Context: an optimization exercise on an open-source flow, tuned for small area, a short achievable clock period and few clock cycles per item. The choices shown serve that exercise and are no tape-out recipe.

Setup of job 101:
==> module GCD_full, before the edit <==
module GCD_full
(
input [31:0] x_i,
input [31:0] y_i,
input calculate_new,
input clk,
input rstn,
output [31:0] data_o,
output data_ready_reg
);
localparam N = 31;
reg        busy;      
reg        shl;       
reg [4:0]  k;         
reg [31:0] a, b;
reg [31:0] res;
wire ao = a[0];
wire bo = b[0];
wire m_sub  = ao & bo;
wire m_both = ~ao & ~bo;
wire use_a  = ~ao | bo;
wire use_b  = ao;
wire [N-1:0] A = a[31:1] & {N{use_a}};
wire [N-1:0] B = b[31:1] & {N{use_b}};
wire [N-1:0] p = ~(A ^ B);
wire [N-1:0] g = A & ~B;
wire [N-1:0] Gs [0:5];
wire [N-1:0] Ps [0:5];
assign Gs[0] = g;
assign Ps[0] = p;
genvar i, l;
generate
  for (l = 0; l < 5; l = l + 1) begin : lvl
    for (i = 0; i < N; i = i + 1) begin : bt
      if (i >= (1 << l)) begin : node
        assign Gs[l+1][i] = Gs[l][i] | (Ps[l][i] & Gs[l][i-(1<<l)]);
        assign Ps[l+1][i] = Ps[l][i] & Ps[l][i-(1<<l)];
      end else begin : pass
        assign Gs[l+1][i] = Gs[l][i];
        assign Ps[l+1][i] = Ps[l][i];
      end
    end
  end
endgenerate
wire [N-1:0] G = Gs[5];
wire [N-1:0] P = Ps[5];
wire ge = G[N-1] | P[N-1];           
wire eqv = P[N-1];                    
wire [N-1:0] c0 = {G[N-2:0], 1'b0};
wire [N-1:0] c1 = {G[N-2:0] | P[N-2:0], 1'b1};
wire [N-1:0] R = ge ? (p ^ c1) : ~(p ^ c0);
wire [2:0] dl = A[2:0] - B[2:0];
wire [1:0] t = m_both ? 2'd0 : dl[0] ? 2'd0 : dl[1] ? 2'd1 : dl[2] ? 2'd2 : 2'd3;
wire [N-1:0] Rs = R >> t;
wire kz  = (k == 5'd0);
wire k31 = (k == 5'd31);
wire eq  = (m_sub & eqv) | (m_both & k31);
wire done  = busy & kz & (shl | eq);
wire step  = busy & ~shl & ~eq;
wire a_upd = step & (m_both | (~ao & bo) | (m_sub & ge));
wire b_upd = step & ((ao & ~bo) | (m_sub & ~ge));
wire start = ~busy & calculate_new;
assign data_ready_reg = done;
assign data_o = res;
always @(posedge clk or negedge rstn) begin
    if (!rstn) begin
        busy <= 1'b0;
        shl  <= 1'b0;
    end else begin
        if (start) busy <= 1'b1;
        else if (done) busy <= 1'b0;
        if (done) shl <= 1'b0;
        else if (busy & eq & ~kz) shl <= 1'b1;
    end
end
always @(posedge clk) begin
    if (start) begin
        a <= x_i;
        k <= 5'd0;
    end else if (busy & (shl | eq) & ~kz) begin
        a <= {a[30:0], 1'b0};
        k <= k - 5'd1;
    end else begin
        if (a_upd) a <= {1'b0, Rs};
        if (step & m_both) k <= k + 5'd1;
    end
    if (start) b <= y_i;
    else if (step & m_both) b <= {1'b0, b[31:1]};
    else if (b_upd) b <= {1'b0, Rs};
    if (done) res <= a;
end
endmodule
Settings: LEC_CHECK=0, CAP_MARGIN=20, CORE_MARGIN=2, CORE_UTILIZATION=40, SLEW_MARGIN=20; clock period 3.6 ns.
run.sh (not shown) runs the stock make flow with config.mk's settings and CLKGATE_MAP_FILE= SYNTH_SCRIPT=/design/flow/synth_recipe.tcl, a recipe that flattens the netlist after the stock synthesis.
Job 101 -> stages 100% | layout checks FAIL | setup timing
[inputs] job 102 vs job 101
-- flow/design.v --
<<< job 101, line 19
wire m_sub  = ao & bo;
wire m_both = ~ao & ~bo;
wire use_a  = ~ao | bo;
wire use_b  = ao;
wire [N-1:0] A = a[31:1] & {N{use_a}};
wire [N-1:0] B = b[31:1] & {N{use_b}};
wire [N-1:0] p = ~(A ^ B);
wire [N-1:0] g = A & ~B;
>>> job 102, line 19
wire m_sub  = ao & bo;
wire m_both = ~ao & ~bo;
wire [N-1:0] A = a[31:1];
wire [N-1:0] B = b[31:1] & {N{ao}};
wire [N-1:0] p = ~(A ^ B);
wire [N-1:0] g = A & ~B;
<<< job 101, line 58
wire done  = busy & kz & (shl | eq);
wire step  = busy & ~shl & ~eq;
wire a_upd = step & (m_both | (~ao & bo) | (m_sub & ge));
wire b_upd = step & ((ao & ~bo) | (m_sub & ~ge));
wire start = ~busy & calculate_new;
assign data_ready_reg = done;
>>> job 102, line 56
wire done  = busy & kz & (shl | eq);
wire step  = busy & ~shl & ~eq;
wire a_upd = step & ~(ao & ~bo);
wire b_sh  = step & ~bo;
wire b_min = step & m_sub & ~ge;
wire start = ~busy & calculate_new;
assign data_ready_reg = done;
<<< job 101, line 86
    end
    if (start) b <= y_i;
    else if (step & m_both) b <= {1'b0, b[31:1]};
    else if (b_upd) b <= {1'b0, Rs};
    if (done) res <= a;
end
>>> job 102, line 85
    end
    if (start) b <= y_i;
    else if (b_sh) b <= {1'b0, b[31:1]};
    else if (b_min) b <= a;
    if (done) res <= a;
end
### Flow results
[job 102] flow finished | final checks: failed | reasons: setup timing. Job 102 ended with less cell area after placement than job 101. Per the comparison of job 102 with job 101, minimum setup slack in the final design increased by 0.37 ns relative to the old numbers; minimum clock period after layout decreased by 0.37 ns relative to the old numbers. Job 102: utilization lower than job 101. In the tables for job 102 and job 101, number of nets in the layout reads lower with job 102. The total number of multi-input combinational cells in job 102 sits about 10% below the value recorded for job 101. Routed wire length delta (job 102 − job 101): favourable.
No functional check of the RTL was part of any run of this note.

* * *

Setup of job 2937:
GCD_full, a different RTL version from the one above (not shown whole).
Size: about 820 cells after synthesis, roughly 100 I/O pins, roughly 7700 µm² of cells after synthesis.
==> module GCD_full, before the edit <==
module GCD_full
(
input [31:0] x_i,
input [31:0] y_i,
input calculate_new,
input clk,
input rstn,
output [31:0] data_o,
output data_ready_reg
);
localparam W = 33;
reg         busy;     
reg         fin;      
reg         shl;      
reg  [4:0]  k;        
reg  [W-1:0] a, b;
reg  [31:0] res;
reg         use_b;    
reg         inv;      
wire ao  = a[0];
wire bo  = b[0];
wire run = ~fin & ~shl;
wire m_sub  = run & ao & bo;
wire m_both = run & ~ao & ~bo;
wire [W-1:0] bx = (b & {W{use_b}}) ^ {W{inv}};
wire [W-1:0] pg_p = a ^ bx;
wire [W-1:0] pg_g = a & bx;
wire [W-1:0] Gs [0:6];
wire [W-1:0] Ps [0:6];
assign Gs[0] = {pg_g[W-1:1], pg_g[0] | (pg_p[0] & inv)};
assign Ps[0] = pg_p;
genvar i, l;
generate
  for (l = 0; l < 6; l = l + 1) begin : lvl
    for (i = 0; i < W; i = i + 1) begin : bt
      if ((i >> l) & 1) begin : node
        assign Gs[l+1][i] = Gs[l][i] | (Ps[l][i] & Gs[l][((i >> l) << l) - 1]);
        assign Ps[l+1][i] = Ps[l][i] & Ps[l][((i >> l) << l) - 1];
      end else begin : pass
        assign Gs[l+1][i] = Gs[l][i];
        assign Ps[l+1][i] = Ps[l][i];
      end
    end
  end
endgenerate
wire [W-1:0] r = pg_p ^ {Gs[6][W-2:0], inv};
wire rz = &(a[W-1:1] ^ bx[W-1:1]);
wire [1:0] t = m_both ? 2'd0 : r[1] ? 2'd0 : r[2] ? 2'd1 : r[3] ? 2'd2 : 2'd3;
wire [W-1:0] r1 = {r[W-1], r[W-1:1]};
wire [W+2:0] rx = {{3{r[W-1]}}, r1} >> t;
wire [W-1:0] rs = rx[W-1:0];
wire kz    = (k == 5'd0);
wire k31   = (k == 5'd31);
wire done  = busy & ~run & kz;
wire step  = busy & run;
wire start = ~busy & calculate_new;
wire fin_n = step & ((m_sub & rz) | (m_both & k31));
wire shl_n = busy & ~kz & (fin | shl);
reg [W-1:0] a_n, b_n;
always @(*) begin
    if (start)                  a_n = {1'b0, x_i};
    else if (busy & ~run & ~kz) a_n = {r[W-2:0], 1'b0};
    else if (step & ~(ao & ~bo)) a_n = rs;
    else                        a_n = a;
    if (start)                  b_n = {1'b0, y_i};
    else if (step & ~bo)        b_n = {b[W-1], b[W-1:1]};
    else if ((m_sub & (r[W-1] ^ a[W-1])) | (busy & fin)) b_n = a;
    else                        b_n = b;
end
assign data_ready_reg = done;
assign data_o = res;
always @(posedge clk or negedge rstn) begin
    if (!rstn) begin
        busy <= 1'b0;
        fin  <= 1'b0;
        shl  <= 1'b0;
    end else begin
        if (start) busy <= 1'b1;
        else if (done) busy <= 1'b0;
        fin <= fin_n;
        shl <= shl_n;
    end
end
always @(posedge clk) begin
    a <= a_n;
    b <= b_n;
    use_b <= a_n[0] | fin_n;
    inv   <= fin_n ? b_n[W-1] : ~(a_n[W-1] ^ b_n[W-1]);
    if (start) k <= 5'd0;
    else if (busy & ~run & ~kz) k <= k - 5'd1;
    else if (m_both & ~k31 & busy) k <= k + 5'd1;
    if (done) res <= r[31:0];
end
endmodule
make LEC_CHECK=0 CAP_MARGIN=20 CORE_MARGIN=2 CORE_UTILIZATION=40 SLEW_MARGIN=20 finish   # period 3.6 ns
Job 2937 had finished all stages when the layout checks came back failing, citing setup timing.
Setup changes, job 2937 to job 5278
-- flow/design.v --
<<< job 2937, line 24
wire m_both = run & ~ao & ~bo;
wire [W-1:0] bx = (b & {W{use_b}}) ^ {W{inv}};
wire [W-1:0] pg_p = a ^ bx;
wire [W-1:0] pg_g = a & bx;
wire [W-1:0] Gs [0:6];
wire [W-1:0] Ps [0:6];
assign Gs[0] = {pg_g[W-1:1], pg_g[0] | (pg_p[0] & inv)};
assign Ps[0] = pg_p;
genvar i, l;
generate
  for (l = 0; l < 6; l = l + 1) begin : lvl
    for (i = 0; i < W; i = i + 1) begin : bt
      if ((i >> l) & 1) begin : node
        assign Gs[l+1][i] = Gs[l][i] | (Ps[l][i] & Gs[l][((i >> l) << l) - 1]);
        assign Ps[l+1][i] = Ps[l][i] & Ps[l][((i >> l) << l) - 1];
      end else begin : pass
        assign Gs[l+1][i] = Gs[l][i];
        assign Ps[l+1][i] = Ps[l][i];
      end
    end
  end
endgenerate
wire [W-1:0] r = pg_p ^ {Gs[6][W-2:0], inv};
wire rz = &(a[W-1:1] ^ bx[W-1:1]);
wire [1:0] t = m_both ? 2'd0 : r[1] ? 2'd0 : r[2] ? 2'd1 : r[3] ? 2'd2 : 2'd3;
>>> job 5278, line 24
wire m_both = run & ~ao & ~bo;
wire [W-1:0] bx = (b & {W{use_b}}) ^ {W{inv}};
wire [W:0]   lo  = {1'b0, a[W-2:0], 1'b1} + {1'b0, bx[W-2:0], inv};
wire         c32 = lo[W];             
wire [W-1:0] r   = {a[W-1] ^ bx[W-1] ^ c32, lo[W-1:1]};
wire rz = &(a[W-1:1] ^ bx[W-1:1]);
wire [1:0] t = m_both ? 2'd0 : r[1] ? 2'd0 : r[2] ? 2'd1 : r[3] ? 2'd2 : 2'd3;
<<< job 2937, line 65
    if (start)                  b_n = {1'b0, y_i};
    else if (step & ~bo)        b_n = {b[W-1], b[W-1:1]};
    else if ((m_sub & (r[W-1] ^ a[W-1])) | (busy & fin)) b_n = a;
    else                        b_n = b;
end
>>> job 5278, line 47
    if (start)                  b_n = {1'b0, y_i};
    else if (step & ~bo)        b_n = {b[W-1], b[W-1:1]};
    else if ((m_sub & (bx[W-1] ^ c32)) | (busy & fin)) b_n = a;
    else                        b_n = b;
end
## What came out
Looking at logic depth of the worst setup path including buffers across job 2937 and job 5278, the one that comes out higher is job 2937. Job 5278: PASS, flow complete, no timing, DRC or antenna violations. The die area of job 5278 is higher than that of job 2937. On job 5278: total number of tap cells is 31 higher than what job 2937 gave. Job 5278 gives more worst hold-check slack than job 2937 did. Job 2937 → job 5278: number of non-clock buffers decreased 56; number of sequential storage elements essentially unchanged; portion of netlist area occupied by mux cells decreased 0.35 points; cell area decreased about 3.7%.
No run of this note included a check of the RTL's function; only the layout flow was run.

[afterwards: timing with drivers on the ports]
How much do the figures lean on ideal ports? The routed layouts below were timed once more, with nothing changed but the port constraints.
Step 1 sets driving cells, clkbuf_16 on the clock port and buf_2 on the other inputs (assumed; they add their load-dependent delay and slew).
Step 2 times the ports against the registers' clock, not the clock port: input delays grow and output delays shrink by t, the midpoint of the rising clock arrivals with the driver on.
Three values: no drivers, after step 1, after step 2; two values: the first two.
run	t, ns	slack for setup (ns)	hold slack, ns	worst setup path after step 2	latest minus earliest clock arrival (ns)
job 101	0.396	-0.414 / -0.414 / -0.414	0.511 / 0.505 / 0.511	register to register	0.008 / 0.008
job 102	0.401	-0.044 / -0.044 / -0.044	0.490 / 0.490 / 0.490	register to register	0.005 / 0.005
job 2937	0.419	-0.096 / -0.096 / -0.096	0.526 / 0.503 / 0.553	register to register	0.013 / 0.013
job 5278	0.410	0.128 / 0.128 / 0.128	0.533 / 0.507 / 0.534	register to register	0.009 / 0.009
